Source: an optimization exercise on an open RTL-to-GDS flow (aim: small area). Production flows keep margins and buffers that such runs may drop. At most, simulation tests tie the RTL to the original design; equivalence was not proved. The clock port is modelled as an ideal driver, which makes a skipped or thinned clock tree look cheaper than it is; a real chip needs a root buffer or a tree. Power is estimated from default activity; no workload was simulated.

==> run a <==
## FIR
module FIR(
	input				clk,
	input				rst_n,
	input				clk_en,
	input  [15:0]	filter_in,
	output [15:0]	filter_out
);
Settings: LEC_CHECK=0, CAP_MARGIN=20, CORE_MARGIN=2, CORE_UTILIZATION=40, HOLD_SLACK_MARGIN=0.1, SLEW_MARGIN=20, SYNTH_HIERARCHICAL=1; clock period 6.0 ns.
standard.sh (not shown) runs the stock make flow with config.mk's settings and CLKGATE_MAP_FILE= SYNTH_SCRIPT=/design/flow/synth_recipe.tcl, a recipe that flattens the netlist after the stock synthesis.
==> flow/flow/run.sh <==
#!/bin/bash
# Layout: the standard ORFS flow (standard.sh), with these changes passed to ORFS
# through its own variables and step hooks:
#  - the ports are buffered with the smallest buffer (buf_1) instead of the flow's default;
#  - clock tree synthesis uses clkbuf_8 buffers and inserts no dummy loads;
#  - useful skew: the output registers out[*] are clocked from the root of the clock tree
#    through a chain of delay cells (flow/skew_cts.tcl, after clock tree synthesis), which
#    gives the paths from the delay line into them more time; before clock tree synthesis
#    the same skew is given to the timing-driven steps as ideal clock latency
#    (flow/skew_pre.tcl).  The paths from out[*] to the ports have ample slack.
# The full output of the flow goes to flow.log in this folder; ORFS keeps each step's log
# under orfs/logs/.
set -euo pipefail
HERE=$(pwd)
export BUFFER_PORTS_ARGS="-buffer_cell sky130_fd_sc_hd__buf_1"
export CTS_ARGS="-sink_clustering_enable -repair_clock_nets -buf_list sky130_fd_sc_hd__clkbuf_8 -dont_use_dummy_load"
export SKEW_CHAIN="dlygate4sd3_1 dlygate4sd3_1 dlygate4sd1_1 dlygate4sd1_1 clkbuf_8"
export SKEW_IDEAL_NS=1.65
export PRE_FLOORPLAN_TCL=$HERE/flow/skew_pre.tcl
export POST_CTS_TCL=$HERE/flow/skew_cts.tcl
export SKIP_CTS_REPAIR_TIMING=1
bash standard.sh > flow.log 2>&1
==> flow/flow/skew_cts.tcl <==
# Hook after clock tree synthesis: clock the output registers out[*] through a chain of delay
# cells from the root of the clock tree, so the long path from the delay line into them gets
# more time (useful skew between registers; the paths from out[*] to the ports have room).
# Then legalize and repair timing as the CTS step would.
set block [ord::get_db_block]
set db [ord::get_db]
set flops {}
foreach inst [$block getInsts] {
  if { [string match "out*" [$inst getName]] && [string match "sky130_fd_sc_hd__df*" [[$inst getMaster] getName]] } {
    lappend flops $inst
  }
}
puts "skew: [llength $flops] output registers"
set pins {}
foreach f $flops { lappend pins [get_pins -of_objects [get_cells [$f getName]] -filter "name == CLK"] }
unset_clock_latency $pins
set root [$block findInst clkbuf_0_clk]
set prev [[$root findITerm X] getNet]
set cx 0
set cy 0
foreach f $flops {
  set loc [$f getLocation]
  set cx [expr {$cx + [lindex $loc 0]}]
  set cy [expr {$cy + [lindex $loc 1]}]
}
set cx [expr {int($cx / [llength $flops])}]
set cy [expr {int($cy / [llength $flops])}]
set chain {}
foreach c $::env(SKEW_CHAIN) { lappend chain sky130_fd_sc_hd__$c }
set i 0
foreach mname $chain {
  set inst [odb::dbInst_create $block [$db findMaster $mname] "skew_cell$i"]
  set net [odb::dbNet_create $block "skew_clk$i"]
  $net setSigType CLOCK
  [$inst findITerm A] connect $prev
  [$inst findITerm X] connect $net
  $inst setLocation $cx $cy
  $inst setPlacementStatus PLACED
  set prev $net
  incr i
}
set oldnets {}
foreach f $flops {
  set it [$f findITerm CLK]
  lappend oldnets [$it getNet]
  $it disconnect
  $it connect $prev
}
# clock buffers left without loads are removed
foreach n [lsort -unique $oldnets] {
  set nloads 0
  foreach it [$n getITerms] {
    if { [$it isInputSignal] } { incr nloads }
  }
  if { $nloads == 0 } {
    set drv [$n getFirstOutput]
    if { $drv != "NULL" } {
      set bi [$drv getInst]
      puts "skew: removing clock buffer [$bi getName] left without loads"
      odb::dbInst_destroy $bi
    }
    odb::dbNet_destroy $n
  }
}
global_connect
set_placement_padding -global \
  -left $::env(CELL_PAD_IN_SITES_DETAIL_PLACEMENT) \
  -right $::env(CELL_PAD_IN_SITES_DETAIL_PLACEMENT)
detailed_placement
estimate_parasitics -placement
report_clock_skew
report_checks -path_delay min -format end -group_path_count 60 -endpoint_path_count 1
report_checks -path_delay min -through [get_pins -of_objects [get_cells out*] -filter "name == D"] -format full -group_path_count 1
repair_timing_helper
detailed_placement
check_placement -verbose
report_checks -path_delay max -format end -group_path_count 3
report_checks -path_delay min -format end -group_path_count 3
==> flow/flow/skew_pre.tcl <==
# Hook before floorplanning: the output registers will be clocked late (see skew_cts.tcl);
# tell the timing-driven steps before clock tree synthesis about it as ideal clock latency.
set skew_pins {}
foreach inst [get_cells *] {
  set ref [get_property $inst ref_name]
  if { [string match "out*" [get_property $inst name]] && [string match "sky130_fd_sc_hd__df*" $ref] } {
    lappend skew_pins [get_pins -of_objects $inst -filter "name == CLK"]
  }
}
puts "skew: [llength $skew_pins] output registers get ideal clock latency $::env(SKEW_IDEAL_NS) ns"
set_clock_latency $::env(SKEW_IDEAL_NS) $skew_pins
==> inputs of run b, as changes to run a <==
--- a/flow/flow/run.sh
+++ b/flow/flow/run.sh
@@ -15,6 +15,6 @@
 export BUFFER_PORTS_ARGS="-buffer_cell sky130_fd_sc_hd__buf_1"
 export CTS_ARGS="-sink_clustering_enable -repair_clock_nets -buf_list sky130_fd_sc_hd__clkbuf_8 -dont_use_dummy_load"
-export SKEW_CHAIN="dlygate4sd3_1 dlygate4sd3_1 dlygate4sd1_1 dlygate4sd1_1 clkbuf_8"
-export SKEW_IDEAL_NS=1.65
+export SKEW_NDLY=2
+export SKEW_IDEAL_NS=1.15
 export PRE_FLOORPLAN_TCL=$HERE/flow/skew_pre.tcl
 export POST_CTS_TCL=$HERE/flow/skew_cts.tcl
--- a/flow/flow/skew_cts.tcl
+++ b/flow/flow/skew_cts.tcl
@@ -27,5 +27,6 @@
 set cy [expr {int($cy / [llength $flops])}]
 set chain {}
-foreach c $::env(SKEW_CHAIN) { lappend chain sky130_fd_sc_hd__$c }
+for {set i 0} {$i < $::env(SKEW_NDLY)} {incr i} { lappend chain sky130_fd_sc_hd__dlygate4sd3_1 }
+lappend chain sky130_fd_sc_hd__clkbuf_8
 set i 0
 foreach mname $chain {
@@ -40,26 +41,8 @@
   incr i
 }
-set oldnets {}
 foreach f $flops {
   set it [$f findITerm CLK]
-  lappend oldnets [$it getNet]
   $it disconnect
   $it connect $prev
-}
-# clock buffers left without loads are removed
-foreach n [lsort -unique $oldnets] {
-  set nloads 0
-  foreach it [$n getITerms] {
-    if { [$it isInputSignal] } { incr nloads }
-  }
-  if { $nloads == 0 } {
-    set drv [$n getFirstOutput]
-    if { $drv != "NULL" } {
-      set bi [$drv getInst]
-      puts "skew: removing clock buffer [$bi getName] left without loads"
-      odb::dbInst_destroy $bi
-    }
-    odb::dbNet_destroy $n
-  }
 }
 global_connect
- HOLD_SLACK_MARGIN: 0.1 -> default
==> reports/metrics.cfg <==
[timing]
worst_slew_pin_slew_ns = 1.07
whs_ns = 0.204

[power]
vdd_drop_max_uv = 124
seqPwrFrac_pct = 47.0
power_density_nw_per_um2 = 202
switching_share_pct = 31.1
p_total_w = 0.00270

[place]
placed_cells = 1485

[routing]
met1Wirelength_um = 11600

[run_status]
status = complete, no violations

[finish]
syn_to_final_growth_pct = 9.32

[setup_path]
critPathCapture = out[11]
cp.required_ns = 7.49

[global_routing]
use_met1_pct = 22.3

That was run b.
==> reports/metrics.cfg <==
[finish]
seq_cells = 177
syn_to_final_growth_pct = 9.08

[routing]
drtPass1Iterations = 5
met1Wirelength_um = 11600

[power]
switching_share_pct = 30.9
power_density_nw_per_um2 = 202
seqPwrFrac_pct = 47.1
vdd_drop_max_uv = 130

[timing]
whs_ns = 0.142
worst_slew_pin_slew_ns = 1.03

[logic_synthesis]
synth-xor-area-share_pct = 4.72

[global_routing]
use_met1_pct = 21.8

[run_status]
status = complete, no violations

[setup_path]
critPathCapture = out[8]
cp.required_ns = 7.90

[worst_hold_path]
hold_path.startpoint = d5[13]

That was run a.

==> trial 81: inputs <==
FIR, a different RTL version from the one above (not shown whole).
==> flow/config.mk <==
export PLATFORM = sky130hd
export DESIGN_NAME = FIR
export DESIGN_NICKNAME = FIR
export VERILOG_FILES = /design/flow/design.v
export SDC_FILE = /design/flow/constraint.sdc
export NUM_CORES = 4
export LEC_CHECK = 0
export CAP_MARGIN = 20
export CORE_MARGIN = 2
export CORE_UTILIZATION = 50
export HOLD_SLACK_MARGIN = 0.1
export SLEW_MARGIN = 20
export SYNTH_HIERARCHICAL = 1
==> flow/constraint.sdc <==
create_clock -name core_clock -period 6.0 [get_ports {clk}]
set_input_delay 1.2000 -clock core_clock [delete_from_list [all_inputs] [get_ports {clk}]]
set_output_delay 1.2000 -clock core_clock [all_outputs]
set_load 0.01 [all_outputs]
==> flow/flow/run.sh <==
#!/bin/bash
# Layout: the standard ORFS flow (standard.sh), with these changes passed to ORFS
# through its own variables and step hooks:
#  - the ports are buffered with the smallest buffer (buf_1) instead of the flow's default;
#  - clock tree synthesis uses clkbuf_8 buffers and inserts no dummy loads;
#  - useful skew: the output registers out[*] are clocked from the root of the clock tree
#    through a chain of delay cells (flow/skew_cts.tcl, after clock tree synthesis), which
#    gives the paths from the delay line into them more time; before clock tree synthesis
#    the same skew is given to the timing-driven steps as ideal clock latency
#    (flow/skew_pre.tcl).  The paths from out[*] to the ports have ample slack.
# The full output of the flow goes to flow.log in this folder; ORFS keeps each step's log
# under orfs/logs/.
set -euo pipefail
HERE=$(pwd)
export BUFFER_PORTS_ARGS="-buffer_cell sky130_fd_sc_hd__buf_1"
export CTS_ARGS="-sink_clustering_enable -repair_clock_nets -buf_list sky130_fd_sc_hd__clkbuf_8 -dont_use_dummy_load"
export SKEW_CHAIN="dlygate4sd3_1 dlygate4sd3_1 dlygate4sd1_1 dlygate4sd1_1 clkbuf_8"
export SKEW_SEL_NDLY=1
export SKEW_IDEAL_NS=1.65
export PRE_FLOORPLAN_TCL=$HERE/flow/skew_pre.tcl
export POST_CTS_TCL=$HERE/flow/skew_cts.tcl
export SKIP_CTS_REPAIR_TIMING=1
bash standard.sh > flow.log 2>&1
==> flow/flow/skew_cts.tcl <==
# Hook after clock tree synthesis: clock the output registers out[*] through a chain of delay
# cells from the root of the clock tree, so the long path from the delay line into them gets
# more time (useful skew between registers; the paths from out[*] to the ports have room).
# Then legalize and repair timing as the CTS step would.
set block [ord::get_db_block]
set db [ord::get_db]
set flops {}
foreach inst [$block getInsts] {
  if { [string match "out*" [$inst getName]] && [string match "sky130_fd_sc_hd__df*" [[$inst getMaster] getName]] } {
    lappend flops $inst
  }
}
puts "skew: [llength $flops] output registers"
set pins {}
foreach f $flops { lappend pins [get_pins -of_objects [get_cells [$f getName]] -filter "name == CLK"] }
unset_clock_latency $pins
set root [$block findInst clkbuf_0_clk]
set prev [[$root findITerm X] getNet]
set cx 0
set cy 0
foreach f $flops {
  set loc [$f getLocation]
  set cx [expr {$cx + [lindex $loc 0]}]
  set cy [expr {$cy + [lindex $loc 1]}]
}
set cx [expr {int($cx / [llength $flops])}]
set cy [expr {int($cy / [llength $flops])}]
set chain {}
foreach c $::env(SKEW_CHAIN) { lappend chain sky130_fd_sc_hd__$c }
set i 0
foreach mname $chain {
  set inst [odb::dbInst_create $block [$db findMaster $mname] "skew_cell$i"]
  set net [odb::dbNet_create $block "skew_clk$i"]
  $net setSigType CLOCK
  [$inst findITerm A] connect $prev
  [$inst findITerm X] connect $net
  $inst setLocation $cx $cy
  $inst setPlacementStatus PLACED
  set prev $net
  incr i
}
set oldnets {}
foreach f $flops {
  set it [$f findITerm CLK]
  lappend oldnets [$it getNet]
  $it disconnect
  $it connect $prev
}
# clock buffers left without loads are removed
foreach n [lsort -unique $oldnets] {
  set nloads 0
  foreach it [$n getITerms] {
    if { [$it isInputSignal] } { incr nloads }
  }
  if { $nloads == 0 } {
    set drv [$n getFirstOutput]
    if { $drv != "NULL" } {
      set bi [$drv getInst]
      puts "skew: removing clock buffer [$bi getName] left without loads"
      odb::dbInst_destroy $bi
    }
    odb::dbNet_destroy $n
  }
}
# The select signals of the output registers' multiplexers (ld_o, hold_o) come from the
# clk_en input and the clr register, which are timed on the normal clock: delay each of
# them once, at its driver, instead of leaving the hold repair to pad every load.
foreach nname {ld_o hold_o} {
  set net [$block findNet $nname]
  if { $net == "NULL" } { continue }
  set loads {}
  foreach it [$net getITerms] {
    if { [$it isInputSignal] } { lappend loads $it }
  }
  set prev $net
  for {set k 0} {$k < $::env(SKEW_SEL_NDLY)} {incr k} {
    set inst [odb::dbInst_create $block [$db findMaster sky130_fd_sc_hd__dlygate4sd3_1] "skewsel_${nname}_c$k"]
    set n2 [odb::dbNet_create $block "skewsel_${nname}_n$k"]
    [$inst findITerm A] connect $prev
    [$inst findITerm X] connect $n2
    set drv [$net getFirstOutput]
    set loc [[$drv getInst] getLocation]
    $inst setLocation [lindex $loc 0] [lindex $loc 1]
    $inst setPlacementStatus PLACED
    set prev $n2
  }
  foreach it $loads {
    $it disconnect
    $it connect $prev
  }
}
global_connect
set_placement_padding -global \
  -left $::env(CELL_PAD_IN_SITES_DETAIL_PLACEMENT) \
  -right $::env(CELL_PAD_IN_SITES_DETAIL_PLACEMENT)
detailed_placement
estimate_parasitics -placement
report_clock_skew
report_checks -path_delay min -format end -group_path_count 60 -endpoint_path_count 1
report_checks -path_delay min -through [get_pins -of_objects [get_cells out*] -filter "name == D"] -format full -group_path_count 1
repair_timing_helper
detailed_placement
check_placement -verbose
report_checks -path_delay max -format end -group_path_count 3
report_checks -path_delay min -format end -group_path_count 3
Scripts as last shown in full above: flow/flow/skew_pre.tcl
==> trial 66 (differences from trial 81) <==
--- a/flow/flow/run.sh
+++ b/flow/flow/run.sh
@@ -16,5 +16,5 @@
 export CTS_ARGS="-sink_clustering_enable -repair_clock_nets -buf_list sky130_fd_sc_hd__clkbuf_8 -dont_use_dummy_load"
-export SKEW_CHAIN="dlygate4sd3_1 dlygate4sd3_1 dlygate4sd1_1 dlygate4sd1_1 clkbuf_8"
-export SKEW_SEL_NDLY=1
-export SKEW_IDEAL_NS=1.65
+export SKEW_CHAIN="dlygate4sd3_1 dlygate4sd3_1 dlygate4sd3_1 dlygate4sd1_1 clkbuf_8"
+export SKEW_SEL_NDLY=2
+export SKEW_IDEAL_NS=2.0
 export PRE_FLOORPLAN_TCL=$HERE/flow/skew_pre.tcl
--- a/flow/config.mk
+++ b/flow/config.mk
@@ -9,4 +9,3 @@
 export CORE_MARGIN = 2
-export CORE_UTILIZATION = 50
-export HOLD_SLACK_MARGIN = 0.1
+export CORE_UTILIZATION = 40
 export SLEW_MARGIN = 20
==> qor summary <==
| metric | trial 81 | trial 66 |
|---|---|---|
| Clk latency of the worst-skew pair | 1.96 ns | 2.34 ns |
| Number of vias per cell | 5.58 | 5.31 |
| Final WS setup | 0.252 ns | 0.326 ns |
| Reg2reg path depth | 27 | 25 |
| Clk network pwr share | 25.5% | 25.1% |
| Detail-routed net length per standard cell | 18.8 um | 17.7 um |
| Slowest stage cell, crit path | sky130_fd_sc_hd__fa_1 | sky130_fd_sc_hd__dlygate4sd3_1 |
| Highest cell delay on the worst timing path | 0.52 ns | 0.56 ns |
| Overall Power | 2660 uW | 2660 uW |
| Design Area, Final | 0.0136 mm^2 | 0.0137 mm^2 |
| Pin count of the biggest net entering global routing | 101 | 161 |
| Met3 capacity usage during global routing | 3.44% | 3.68% |
| Crit path time final | 5.75 ns | 5.67 ns |
| Final GP Congestion | 0.831 | 0.831 |
| Number of fillers in the final layout | 2040 | 2747 |
| Outcome | no timing/DRC/antenna violations | finished with violations |
| Layout check failures | - | hold timing |
| Area occupied by registers | 0.00356 mm^2 | 0.00355 mm^2 |
| Internal power | 1860 uW | 1880 uW |
| Hold Path Stages | 7 | 8 |
| Power dissipated in combinational cells | 718 uW | 727 uW |
| Tap cell instance count | 319 | 390 |
| Number of nets in the final layout | 1403 | 1414 |
Function was not checked in any run of this note: the RTL went through the layout flow alone.

afterwards: timing with drivers on the ports:
The flow's constraints put no driver on any port. The routed layouts listed below were extracted and timed again, unchanged, in two steps.
Step 1 assumes that a clkbuf_16 drives the clock port and a buf_2 every other input.
Step 2, shift: input delay + t, output delay - t, t = (earliest + latest rising clock arrival at the registers) / 2. This alone moves slack from input paths to output paths.
Three values: no drivers, after step 1, after step 2; two values: the first two.
| run | shift t [ns] | setup WS [ns] | hold WS [ns] | worst setup path at the end | clock arrival spread, ns | pins driven straight from the clock port |
|---|---|---|---|---|---|---|
| run a | 1.256 | 0.491 / 0.491 / 0.491 | 0.142 / 0.142 / 0.142 | register to register | 1.574 / 1.574 | 1 |
| run b | 1.063 | 0.312 / 0.312 / 0.312 | 0.204 / 0.204 / 0.204 | register to register | 1.137 / 1.136 | 1 |
| trial 81 | 1.244 | 0.252 / 0.252 / 0.252 | 0.192 / 0.192 / 0.192 | register to register | 1.516 / 1.516 | 1 |
| trial 66 | 1.426 | 0.326 / 0.326 / 0.326 | -0.101 / -0.101 / -0.101 | register to register | 1.918 / 1.918 | 1 |
Clock arrivals are far apart in every run listed, so t is only a midpoint there and step 2 fits no single register.
